Background: an optimization exercise with open tools, aiming at small area, a short achievable clock period and few clock cycles per item. Do not read the settings as production practice.
In this exercise RTL edits were held to simulation tests only and were not proved equivalent to the original.

Setup of build 34:
// average
module average #(
    parameter NOF_BITS = 32,
    parameter WIDTH = 32
) (
    input  wire                     clk,
    input  wire                     rst_n,
    input  wire                     start,
    input  wire                     data_first,
    input  wire                     data_last,
    input  wire [NOF_BITS-1:0]      data_in,
    output wire [NOF_BITS:0]        data_out,
    output reg                      busy,
    output reg                      TO,
    output reg                      done
);
Size: roughly 1100 cells after synthesis, roughly 100 flip-flops, roughly 73 I/O pins, about 7100 um2 of cells after synthesis.
Settings: LEC_CHECK=0, ABC_AREA=1, CAP_MARGIN=20, CORE_MARGIN=2, CORE_UTILIZATION=50, CTS_BUF_LIST=sky130_fd_sc_hd__clkbuf_4 sky130_fd_sc_hd__clkbuf_8, CTS_CLUSTER_SIZE=30, SETUP_SLACK_MARGIN=5, SLEW_MARGIN=20; clock period 8.0 ns.
standard.sh (not shown) runs the stock make flow with config.mk's settings and CLKGATE_MAP_FILE= SYNTH_SCRIPT=/design/flow/synth_recipe.tcl, a recipe that flattens the netlist after the stock synthesis.
==> flow/flow/run.sh <==
#!/bin/bash
set -euo pipefail
bash standard.sh SETUP_SLACK_MARGIN=5.4 "BUFFER_PORTS_ARGS=-buffer_cell sky130_fd_sc_hd__buf_1" finish > make_finish.log 2>&1
Testbench counts of build 34, summed over its fixed seeds: cycles 27,663, items 800.
Inputs modified between build 34 and build 43:
Settings: swapping 50 for 60 in CORE_UTILIZATION; clearing ABC_AREA, which used to be 1.
==> flow/flow/run.sh <==
#!/bin/bash
set -euo pipefail
bash standard.sh SETUP_SLACK_MARGIN=5.3 "BUFFER_PORTS_ARGS=-buffer_cell sky130_fd_sc_hd__buf_1" finish > make_finish.log 2>&1
Results
- Diff build 43 and build 34: wire length of the first global-routing pass higher in build 34
- Build 34 reports its worst setup path endpoint as busy while build 43 reports din[13]$_DFF_P_.
- Against build 34 as the reference, build 43 delivers a lower final non-filler cell total.
- In the metrics for build 43 and build 34, the one carrying the lower minimum clock period after layout is build 34.
- [compare] base=build 34 new=build 43: global-route usage went up; number of cells on the worst reg-to-reg path went down; tap cell count went down.
For build 88, these inputs were changed with respect to build 43:
Settings: putting ABC_AREA at 1 where nothing was set; swapping 60 for 50 in CORE_UTILIZATION.
==> flow/flow/run.sh <==
#!/bin/bash
set -euo pipefail
bash standard.sh SETUP_SLACK_MARGIN=5.5 "BUFFER_PORTS_ARGS=-buffer_cell sky130_fd_sc_hd__buf_1" finish > make_finish.log 2>&1
==> comparison <==
- Build 88 — worst hold slack 3.8 ps lower, build 43 as reference
- In build 88 relative to build 43, number of cells upsized or downsized after cts had gone up by more than 100%.
- Build 88 has cell count after placement above what build 43 had.
- On area share of buffers outside the clock network, the lower figure sits with build 43, not build 88.
- Of build 43 and build 88, the run reporting the lower flip-flop and latch share of the layout cell area was build 88.
- Relative to build 43, die area has increased by 30% in build 88.
- Max first-pass GRT wire length across build 43 and build 88: build 88
- Re multi-input gate share of total cell area: build 43 and build 88 aren't equal, and the lower value belongs to build 88.
Changes in build 46 relative to build 88:
Settings: a change of CORE_UTILIZATION from 50 to 42; a deleted ABC_AREA that had been 1.
==> flow/flow/run.sh <==
#!/bin/bash
set -euo pipefail
bash standard.sh SETUP_SLACK_MARGIN=5.25 "BUFFER_PORTS_ARGS=-buffer_cell sky130_fd_sc_hd__buf_1" finish > make_finish.log 2>&1
### Flow results
sky130_fd_sc_hd__nand2_1 as the commonest non-fill, non-tap cell in the layout was reported by build 88, and sky130_fd_sc_hd__dfxtp_1 by build 46. Max data arrival time of the critical path across build 88 and build 46: build 46. When build 46 is set beside build 88, its global-route usage turns out to be 5.4 points smaller. For first-pass GRT wire length, dividing the value from build 88 by the value from build 46 gives 1.13. Compared with build 88, build 46 shows a lower maximum single-stage delay on the critical path. Changes observed in build 46 relative to build 88: utilization decreased 8.5 points; cell area after layout lost 550 um2. In build 46 the share of the cycle needed by the critical path after routing turned out 1.8 points higher than in build 88. When build 46 is set beside build 88, its routed wire length turns out to be about 13% smaller.

========
average, a different RTL version from the one above (not shown whole).
Size: ~120 flip-flops, about 6900 um2 of cells after synthesis.
export LEC_CHECK = 0
export CAP_MARGIN = 20
export CORE_MARGIN = 2
export CORE_UTILIZATION = 60
export SETUP_SLACK_MARGIN = 5
export SLEW_MARGIN = 20
create_clock -name core_clock -period 8.0 [get_ports {clk}]
==> flow/flow/run.sh <==
#!/bin/bash
set -euo pipefail
bash standard.sh SETUP_SLACK_MARGIN=5.45 "BUFFER_PORTS_ARGS=-buffer_cell sky130_fd_sc_hd__buf_1" finish > make_finish.log 2>&1
The starting point produced a clean layout.
Testbench counts at the start, summed over its fixed seeds: cycles 27,663, items 800.
Next try:
==> flow/flow/run.sh (replaced) <==
#!/bin/bash
set -euo pipefail
bash standard.sh SETUP_SLACK_MARGIN=5.3 "BUFFER_PORTS_ARGS=-buffer_cell sky130_fd_sc_hd__buf_1" finish > make_finish.log 2>&1
The new run completed with no timing, DRC or antenna violations.
Sequential share of layout area came out higher by 0.86 points.
Clock-buffer cell count came out higher by 1.
Setup slack gets worse by 0.11 ns.
Hold slack is better by 0.024 ns.
Cell area came out lower by about 6%.
Non-clock buffer count goes down by 19.
Area after synthesis stays the same.
Next try:
--- a/flow/config.mk
+++ b/flow/config.mk
@@ -10,0 +11,2 @@
+export CTS_BUF_LIST = sky130_fd_sc_hd__clkbuf_4 sky130_fd_sc_hd__clkbuf_8
+export CTS_CLUSTER_SIZE = 30
@@ -12,0 +15 @@
+export TNS_END_PERCENT = 0
Result: Critical path depth stays the same. First-iteration DRC count falls by about 14%. Clock-buffer cell count does not change. Final cell count stays the same. Setup slack got worse by 0.037 ns. Via count grows by 0.69%. Worst hold slack gets worse by 0.0098 ns. Wire length drops by about 1.5%. Register-to-register slack is about the same.
Next try:
==> flow/flow/run.sh (replaced) <==
#!/bin/bash
set -euo pipefail
bash standard.sh SETUP_SLACK_MARGIN=5.35 "BUFFER_PORTS_ARGS=-buffer_cell sky130_fd_sc_hd__buf_1" finish > make_finish.log 2>&1
--- a/flow/config.mk
+++ b/flow/config.mk
@@ -15 +14,0 @@
-export TNS_END_PERCENT = 0
What happened:
- clock-buffer cell count is unchanged
- global-route usage rose by 0.22 points
- worst hold slack barely changes
- die area is unchanged
- cell area rose slightly
- synthesized area stays the same
- clock skew is about the same
- routed wire length rose slightly
- first-iteration DRC count rose by roughly a tenth

========
average with an RTL version that a note above also has.
Size in the first run: ~100 flip-flops, ~73 I/O pins, roughly 6500 µm² of cells after synthesis.
==> flow/config.mk <==
export PLATFORM = sky130hd
export DESIGN_NAME = average
export DESIGN_NICKNAME = average
export VERILOG_FILES = /design/flow/design.v
export SDC_FILE = /design/flow/constraint.sdc
export NUM_CORES = 4
export LEC_CHECK = 0
export CAP_MARGIN = 20
export CORE_MARGIN = 2
export CORE_UTILIZATION = 50
export CTS_BUF_LIST = sky130_fd_sc_hd__clkbuf_4 sky130_fd_sc_hd__clkbuf_8
export CTS_CLUSTER_SIZE = 30
export SETUP_SLACK_MARGIN = 5
export SLEW_MARGIN = 20
==> flow/constraint.sdc <==
create_clock -name core_clock -period 8.0 [get_ports {clk}]
set_input_delay 1.6000 -clock core_clock [delete_from_list [all_inputs] [get_ports {clk}]]
set_output_delay 1.6000 -clock core_clock [all_outputs]
set_load 0.01 [all_outputs]
==> flow/flow/run.sh <==
#!/bin/bash
set -euo pipefail
bash standard.sh SETUP_SLACK_MARGIN=5.25 "BUFFER_PORTS_ARGS=-buffer_cell sky130_fd_sc_hd__buf_1" finish > make_finish.log 2>&1
Testbench counts at the start, summed over its fixed seeds: cycles 27,663, items 800.
Next try:
--- a/flow/config.mk
+++ b/flow/config.mk
@@ -8,6 +8,6 @@
 export CAP_MARGIN = 20
 export CORE_MARGIN = 2
-export CORE_UTILIZATION = 50
-export CTS_BUF_LIST = sky130_fd_sc_hd__clkbuf_4 sky130_fd_sc_hd__clkbuf_8
+export CORE_UTILIZATION = 60
+export CTS_BUF_LIST = sky130_fd_sc_hd__clkbuf_8 sky130_fd_sc_hd__clkbuf_16
 export CTS_CLUSTER_SIZE = 30
 export SETUP_SLACK_MARGIN = 5
Wire length grows by about 1.8%.
Fmax shrinks by 0.71%.
Sequential share of layout area rose by 0.17 points.
Die area is lower by 16%.

========
Setup of the baseline:
Another version of the RTL of average (not shown whole).
export LEC_CHECK = 0
export CAP_MARGIN = 20
export CORE_MARGIN = 2
export CORE_UTILIZATION = 60
export SETUP_SLACK_MARGIN = 5
export SLEW_MARGIN = 20
create_clock -name core_clock -period 8.0 [get_ports {clk}]
run.sh (not shown) runs the stock make flow with config.mk's settings and CLKGATE_MAP_FILE= SYNTH_SCRIPT=/design/flow/synth_recipe.tcl, a recipe that flattens the netlist after the stock synthesis.
Stock flow here: none of the scripts above is used.
Testbench counts of the baseline, summed over its fixed seeds: cycles 27,663, items 800.
Inputs modified between the baseline and the candidate:
==> flow/flow/run.sh (new file) <==
#!/bin/bash
set -euo pipefail
bash standard.sh SETUP_SLACK_MARGIN=5.3 finish > make_finish.log 2>&1
==> flow/standard.sh (new file) <==
#!/bin/bash
# synth_recipe.tcl (not shown) runs the flow's synth.tcl, then flattens the netlist and writes it again
# the make line also repeats each setting of config.mk as NAME=value (left out here)
make -C /OpenROAD-flow-scripts/flow DESIGN_CONFIG=/design/flow/config.mk WORK_HOME=/design/flow/orfs CLKGATE_MAP_FILE= SYNTH_SCRIPT=/design/flow/synth_recipe.tcl "${@:-finish}"
removed: flow/run.sh
--- outcome ---
- For the baseline, the type of the worst setup path was flip-flop to output pin, unlike the candidate, where it was flip-flop to flip-flop.
- Going from the baseline to the candidate, fraction of final layout cells sized beyond drive strength 1 grows by 11 points.
- Route | the candidate vs the baseline | wire longer in the candidate
- In the candidate the sequential fraction of total cell area turned out 0.61 points lower than in the baseline.
- The candidate against the baseline: initial detailed-routing violation count dropped 44.
- Register-to-register setup slack for the candidate: 160 ps up relative to the baseline
- The more densely filled core belongs to the candidate, not the baseline.
- Diff the baseline -> the candidate | via density per instance | up by a few percent
- Diff the baseline -> the candidate | area added between synthesis and finish | increase of 4.9 points
- Compared the candidate vs the baseline, and final area is up in the candidate.

==> port drivers added, routing unchanged <==
Ports are ideal in the flow. The routed layouts listed here were re-timed in OpenROAD. Step 1 assumes that a clkbuf_16 drives the clock port and a buf_2 every other input. Step 2 also shifts input and output timing later by t, the mid clock arrival at the registers, as if the neighbouring blocks saw the same clock. Slacks: no drivers / after step 1 / after step 2; pairs: no drivers / after step 1.
run	t (ns)	setup slack, ns	hold WS [ns]
build 34	0.424	5.401 / 5.363 / 5.523	0.462 / 0.462 / 0.462
build 43	0.423	5.268 / 5.268 / 5.268	0.466 / 0.466 / 0.466
build 88	0.428	5.399 / 5.360 / 5.523	0.462 / 0.462 / 0.462
build 46	0.424	5.257 / 5.257 / 5.257	0.471 / 0.471 / 0.471
the first run of note 2	0.457	5.455 / 5.415 / 5.461	0.462 / 0.462 / 0.462
the second run of note 2	0.457	5.342 / 5.303 / 5.370	0.486 / 0.486 / 0.486
the third run of note 2	0.484	5.305 / 5.268 / 5.368	0.476 / 0.476 / 0.476
the fourth run of note 2	0.479	5.399 / 5.363 / 5.439	0.476 / 0.476 / 0.476
the first run of note 3	0.423	5.334 / 5.334 / 5.334	0.480 / 0.480 / 0.480
the second run of note 3	0.418	5.315 / 5.293 / 5.315	0.466 / 0.466 / 0.466
the baseline	0.468	5.030 / 4.990 / 5.113	0.470 / 0.470 / 0.470
the candidate	0.462	5.271 / 5.271 / 5.271	0.478 / 0.478 / 0.478
After both steps setup and hold are still met in every run listed.
